This is an optimization exercise on Yosys and OpenROAD, whose aim is small area, a short achievable clock period and few clock cycles per item, not a production implementation. RTL that was checked went through simulation tests only; none was proved equivalent to the original. Power figures rest on the tool's default switching activity, not on a simulated workload.

==> wip/pepper: inputs <==
==> flow/design.v (excerpt) <==
module Rsa256Core (
  input          i_clk,
  input          i_rst,
  input          i_start,
  input  [255:0] i_a,
  input  [255:0] i_d,
  input  [255:0] i_n,
  output [255:0] o_a_pow_d,
  output         o_finished
);
Settings: LEC_CHECK=0, CAP_MARGIN=20, CORE_MARGIN=2, CORE_UTILIZATION=60, SETUP_SLACK_MARGIN=0.5, SLEW_MARGIN=20, SYNTH_HIERARCHICAL=1; clock period 16.0 ns.
standard.sh (not shown) runs the stock make flow with config.mk's settings and CLKGATE_MAP_FILE= SYNTH_SCRIPT=/design/flow/synth_recipe.tcl, a recipe that flattens the netlist after the stock synthesis.
==> flow/flow/run.sh <==
#!/bin/bash
# Own layout flow: the standard synthesis, then the standard ORFS layout steps with
# repair_timing aiming for extra setup slack (the clock and constraints are unchanged).
set -uo pipefail
KNOBS=$(cat flow/knobs.txt 2>/dev/null || echo "SETUP_SLACK_MARGIN=10")
[[ -f flow/env.sh ]] && source flow/env.sh
bash standard.sh synth > synth.log 2>&1 || { tail -50 synth.log; exit 1; }
bash standard.sh $KNOBS finish > layout.log 2>&1 || { tail -50 layout.log; exit 1; }
==> flow/flow/env.sh <==
export BUFFER_PORTS_ARGS="-buffer_cell sky130_fd_sc_hd__buf_4"
==> flow/flow/knobs.txt <==
SETUP_SLACK_MARGIN=11.25 SLEW_MARGIN=40
==> wip/nickel (differences from wip/pepper) <==
--- a/flow/design.v
+++ b/flow/design.v
@@ -1447,53 +1447,44 @@
   input          i_rst,
   input          i_start,
   input  [255:0] i_a,
   input  [255:0] i_d,
   input  [255:0] i_n,
   output [255:0] o_a_pow_d,
   output         o_finished
 );
-  localparam OP_SQ = 3'd0, OP_MUL1 = 3'd1, OP_MUL3 = 3'd2, OP_PRE = 3'd3, OP_OUT = 3'd4, OP_DONE = 3'd5,
-             OP_NONE = 3'd7;
+  localparam OP_SQ = 2'd0, OP_MUL = 2'd1, OP_OUT = 2'd2, OP_DONE = 2'd3;
   reg         st_idle, st_cl, st_ca, st_scan, st_setup, st_mont;
   reg         ph_in, ph_nt, ph_fr;
   reg         fin_r;
-  reg  [2:0]  op;           
-  reg  [2:0]  mulpend;      
-  reg         sqleft;       
-  reg         pre_bit;      
-  reg         wr_a3;        
-  reg         keepb;        
+  reg  [1:0]  op;           
   reg         first;        
   reg  [8:0]  cnt;
   reg         last;         
-  reg  [8:0]  idx;          
+  reg  [7:0]  idx;          
   reg         scan_ph;
-  reg  [16:0] d_l1;         
+  reg  [15:0] d_l1;
   reg  [281:0] Sn, Cn;     
   reg         cinn;           
   reg  [272:0] B;          
   reg  [272:0] A;          
-  reg  [272:0] A3;         
   reg  [271:0] NT;        
   reg  [7:0]  q;          
   reg  [7:0]  dig, dign, dnx;   
   reg  [6:0]  didx;           
   reg  [7:0]  dBsn, dBcn;   
   reg         sgn;            
   reg  [15:0] F;         
   reg  [15:0] nu;             
   reg  [15:0] nlo;            
   reg  [15:0] npr;            
   assign o_a_pow_d = B[256:1];
   assign o_finished = fin_r;
-  wire dbit = d_l1[idx[3:0] + 1];
-  wire dbit1 = d_l1[idx[3:0]];
-  wire [256:0] dpad = {i_d, 1'b0};
+  wire dbit = d_l1[idx[3:0]];
   function automatic [7:0] mulk(input [7:0] x, input [7:0] y);
     mulk = x * y;
   endfunction
   wire cci = F[15] | ~cinn;
   wire [272:0] P;
   rsa_add u_add (.x(Sn[272:0]), .y(Cn[272:0]), .ci(~cci), .s(P));
   wire [7:0] qnext;
   rsa_qn u_qn (.sn(Sn[15:0]), .cn(Cn[15:0]), .cinn(cinn), .dbsn(dBsn), .dbcn(dBcn), .q(qnext));
@@ -6465,28 +6456,24 @@
   assign Vsn[288] = thc20;
   assign Vcn[288] = 1'b1;
   assign Vsn[289] = 1'b1;
   assign Vcn[289] = 1'b1;
   wire [311:0] xsb = {39'd0, B};
   wire [311:0] xsa = {39'd0, A};
   wire [7:0] dfb = xsb[didx * 8 +: 8];
   wire [7:0] dfa = xsa[didx * 8 +: 8];
-  wire [311:0] xs3 = {39'd0, A3};
-  wire [7:0] df3 = xs3[didx * 8 +: 8];
-  wire [7:0] dfetch = (op == OP_SQ) ? dfb : (op == OP_MUL1 || op == OP_PRE) ? dfa : (op == OP_MUL3) ? df3 : 8'd0;
+  wire [7:0] dfetch = (op == OP_SQ) ? dfb : (op == OP_MUL) ? dfa : 8'd0;
   wire [23:0] lowP = ~Sn[23:0] + ~Cn[23:0] + {23'd0, ~cinn};
-  wire [23:0] bnew = (first || keepb) ? B[23:0] : lowP;
-  wire [23:0] dfirst = (op == OP_SQ) ? bnew : (op == OP_MUL1 || op == OP_PRE) ? A[23:0] :
-                            (op == OP_MUL3) ? A3[23:0] : 24'd1;
+  wire [23:0] bnew = first ? B[23:0] : lowP;
+  wire [23:0] dfirst = (op == OP_SQ) ? bnew : (op == OP_MUL) ? A[23:0] : 24'd1;
   rsa_mulcs u_m0 (.a(dfirst[7:0]), .b(bnew[7:0]), .sn(m0sn), .cn(m0cn));
   wire mont_last = st_mont && (cnt == 35);
-  wire scan_done = st_scan && scan_ph && (dbit || idx == 9'd0);
-  wire d_zero = st_scan && scan_ph && !dbit && idx == 9'd0;
-  wire win11 = dbit && dbit1 && idx != 9'd0;
+  wire scan_done = st_scan && scan_ph && (dbit || idx == 8'd0);
+  wire d_zero = st_scan && scan_ph && !dbit && idx == 8'd0;
   wire nt_first = ph_nt && (cnt == 0);
   wire nmbit = npr[15];
   wire [281:0] nz = {26'd0, i_n};
   wire [281:0] n2 = {25'd0, i_n, 1'b0};
   wire [281:0] creg = (nz ^ {282{~sgn}}) | {281'd0, 1'b1};
   wire [281:0] cconv = ph_nt ? (nz & {282{nmbit}}) : last ? (n2 & {282{sgn}}) : creg;
   wire [281:0] sconv = ph_nt ? (nt_first ? 282'd0 : {9'd0, NT, 1'b0}) : {8'd0, A, 1'b0};
   always @(posedge i_clk or posedge i_rst) begin
@@ -6505,23 +6492,23 @@
       if (st_idle && i_start) ph_in <= 1'b1;
       if (st_ca && ph_in && last) begin ph_in <= 1'b0; ph_nt <= 1'b1; end
       if (st_ca && ph_nt && last) ph_nt <= 1'b0;
       if (st_setup && op == OP_DONE) ph_fr <= 1'b1;
       if (st_ca && ph_fr && last) ph_fr <= 1'b0;
     end
   end
   always @(posedge i_clk) begin
-    d_l1 <= dpad[{idx[7:4], 4'd0} +: 17];
+    d_l1 <= i_d[{idx[7:4], 4'd0} +: 16];
     if (st_idle) begin
       A <= {17'd0, i_a};
       sgn <= 1'b0;
       cnt <= 0;
       last <= 1'b0;
-      idx <= 9'd255;
+      idx <= 8'd255;
       scan_ph <= 1'b0;
       F <= 0;
       nu <= i_n[16:1];
       nlo <= i_n[15:0];
       npr <= 16'h8000;
     end
     if (st_ca) begin
       sgn <= P[272];
@@ -6535,37 +6522,26 @@
         npr <= {~nu[0], npr[15:1]};
         nu <= ({1'b0, nu} + (nu[0] ? 17'd0 : {1'b0, nlo})) >> 1;
       end
       if (ph_nt) npr <= npr << 1;
     end
     if (st_scan) begin
       scan_ph <= ~scan_ph;
       first <= 1'b1;
-      wr_a3 <= 1'b0;
-      keepb <= 1'b0;
       if (scan_ph) begin
-        if (dbit) begin
-          op <= (idx == 9'd0) ? OP_OUT : OP_SQ;
-          mulpend <= OP_PRE;
-          sqleft <= 1'b0;
-          pre_bit <= dbit1;
-          idx <= idx - 9'd2;
-        end else if (idx == 9'd0) begin
-          op <= OP_DONE; first <= 1'b0;
-        end else idx <= idx - 9'd1;
+        if (dbit) op <= (idx == 8'd0) ? OP_OUT : OP_SQ;
+        else if (idx == 8'd0) begin op <= OP_DONE; first <= 1'b0; end
+        if (idx != 8'd0) idx <= idx - 8'd1;
       end
     end
     if (st_setup) begin
       cnt <= 0;
       first <= 1'b0;
-      if (!first && !keepb) B <= P;
-      if (wr_a3) A3 <= P;
-      wr_a3 <= 1'b0;
-      keepb <= 1'b0;
+      if (!first) B <= P;
       dig <= dfirst[7:0];
       dign <= dfirst[15:8];
       dnx <= dfirst[23:16];
       didx <= 7'd3;
       dBsn <= m0sn;
       dBcn <= m0cn;
       q <= 0;
       if (op == OP_DONE) begin
@@ -6580,28 +6556,24 @@
       dig <= dign;
       dign <= dnx;
       dnx <= dfetch;
       didx <= didx + 7'd1;
       dBsn <= mmsn;
       dBcn <= mmcn;
       q <= qnext;
       if (cnt == 35) begin
-        wr_a3 <= (op == OP_PRE);
-        keepb <= (op == OP_PRE) && !pre_bit;
-        if (op == OP_OUT) op <= OP_DONE;
-        else if (op == OP_SQ && sqleft) sqleft <= 1'b0;
-        else if (op == OP_SQ && mulpend != OP_NONE) begin op <= mulpend; mulpend <= OP_NONE; end
-        else if (idx[8]) op <= OP_OUT;
-        else begin
-          op <= OP_SQ;
-          sqleft <= win11;
-          mulpend <= !dbit ? OP_NONE : win11 ? OP_MUL3 : OP_MUL1;
-          idx <= idx - (win11 ? 9'd2 : 9'd1);
-        end
+        case (op)
+          OP_SQ: if (dbit) op <= OP_MUL;
+                 else if (idx == 8'd0) op <= OP_OUT;
+                 else begin op <= OP_SQ; idx <= idx - 8'd1; end
+          OP_MUL: if (idx == 8'd0) op <= OP_OUT;
+                  else begin op <= OP_SQ; idx <= idx - 8'd1; end
+          default: op <= OP_DONE;
+        endcase
       end
     end
   end
   always @(posedge i_clk) begin
     if (st_mont) begin
       Sn <= Vsn[289:8];
       Cn <= Vcn[289:8];
       cinn <= &{Vsn[7:0], Vcn[7:0]};
- CORE_UTILIZATION: 60 -> 40
==> results.txt <==
| Group | Quantity | Value |
|---|---|---|
| layout | Antenna Diode Count | 69 |
| clock network | Count of instances resized after the clock tree is built | 799 |
| pwr | Switch Pwr | 7.74 mW |
| setup path | Launching point of the worst reg2reg path | Cn[52]$_DFF_P_ |
| setup path | R2R Path End | B[269]$_DFF_P_ |
| floorplan | # rows | 257 |
| layout | Multi-input logic area | 154000 sq um |
| setup path | Critical Path RT | 16860 ps |
| global route | Number of global-route vias before repair | 164000 |
| floorplan | Starting density of the core | 0.401 |
| timing | Time the final worst path needs with I/O delays and setup | 4830 ps |
| status | Result of the run | complete, no violations |
| drt | Post-DR wirelength/cell | 37.1 um |
| setup path | Number of cell instances on the worst register-to-register path | 18 |
| pwr | Clk pwr share | 0.267 |
| clock network | Clk Latency, worst-skew pair | 980 ps |
| setup path | Dominant delay contributor by cell family on the critical path | compound AO/OA/AOI/OAI gates |
[end of results for wip/nickel]
==> results.txt <==
| Group | Quantity | Value |
|---|---|---|
| layout | Multi-input logic area | 159000 sq um |
| setup path | Launching point of the worst reg2reg path | Cn[197]$_DFF_P_ |
| clock network | Clk Latency, worst-skew pair | 1020 ps |
| setup path | Critical Path RT | 16870 ps |
| global route | Number of global-route vias before repair | 174000 |
| floorplan | # rows | 217 |
| status | Result of the run | complete, no violations |
| setup path | R2R Path End | B[272]$_DFF_P_ |
| layout | Antenna Diode Count | 66 |
| clock network | Count of instances resized after the clock tree is built | 848 |
[end of results for wip/pepper]
Testbench counts of wip/pepper, summed over its fixed seeds: cycles 318,787, ops 24.
Function not checked in wip/nickel: the RTL went through the layout flow alone.

[separate check: timing with driven ports]
Ports are ideal in the flow. The routed layouts listed here were re-timed in OpenROAD. Step 1 sets driving cells, clkbuf_16 on the clock port and buf_2 on the other inputs (assumed; they add their load-dependent delay and slew). Step 2 moves the port delays by t, midway between the first and last clock arrival at a register: inputs arrive t later, outputs are due t later. That takes back most of the time a late clock gives input paths. a / b / c = ideal / step 1 / step 2; a / b = the first two.
run | t, ns | slack for setup (ns) | worst slew at a driven data input, ns
wip/pepper | 1.107 | 11.137 / 11.006 / 11.065 | 0.68
wip/nickel | 1.048 | 11.171 / 11.060 / 11.153 | 0.42
After both steps setup and hold are still met in every run listed. For wip/pepper, which loses most, drivers alone change the setup slack by -0.131 ns; drivers and shift together by -0.072 ns.
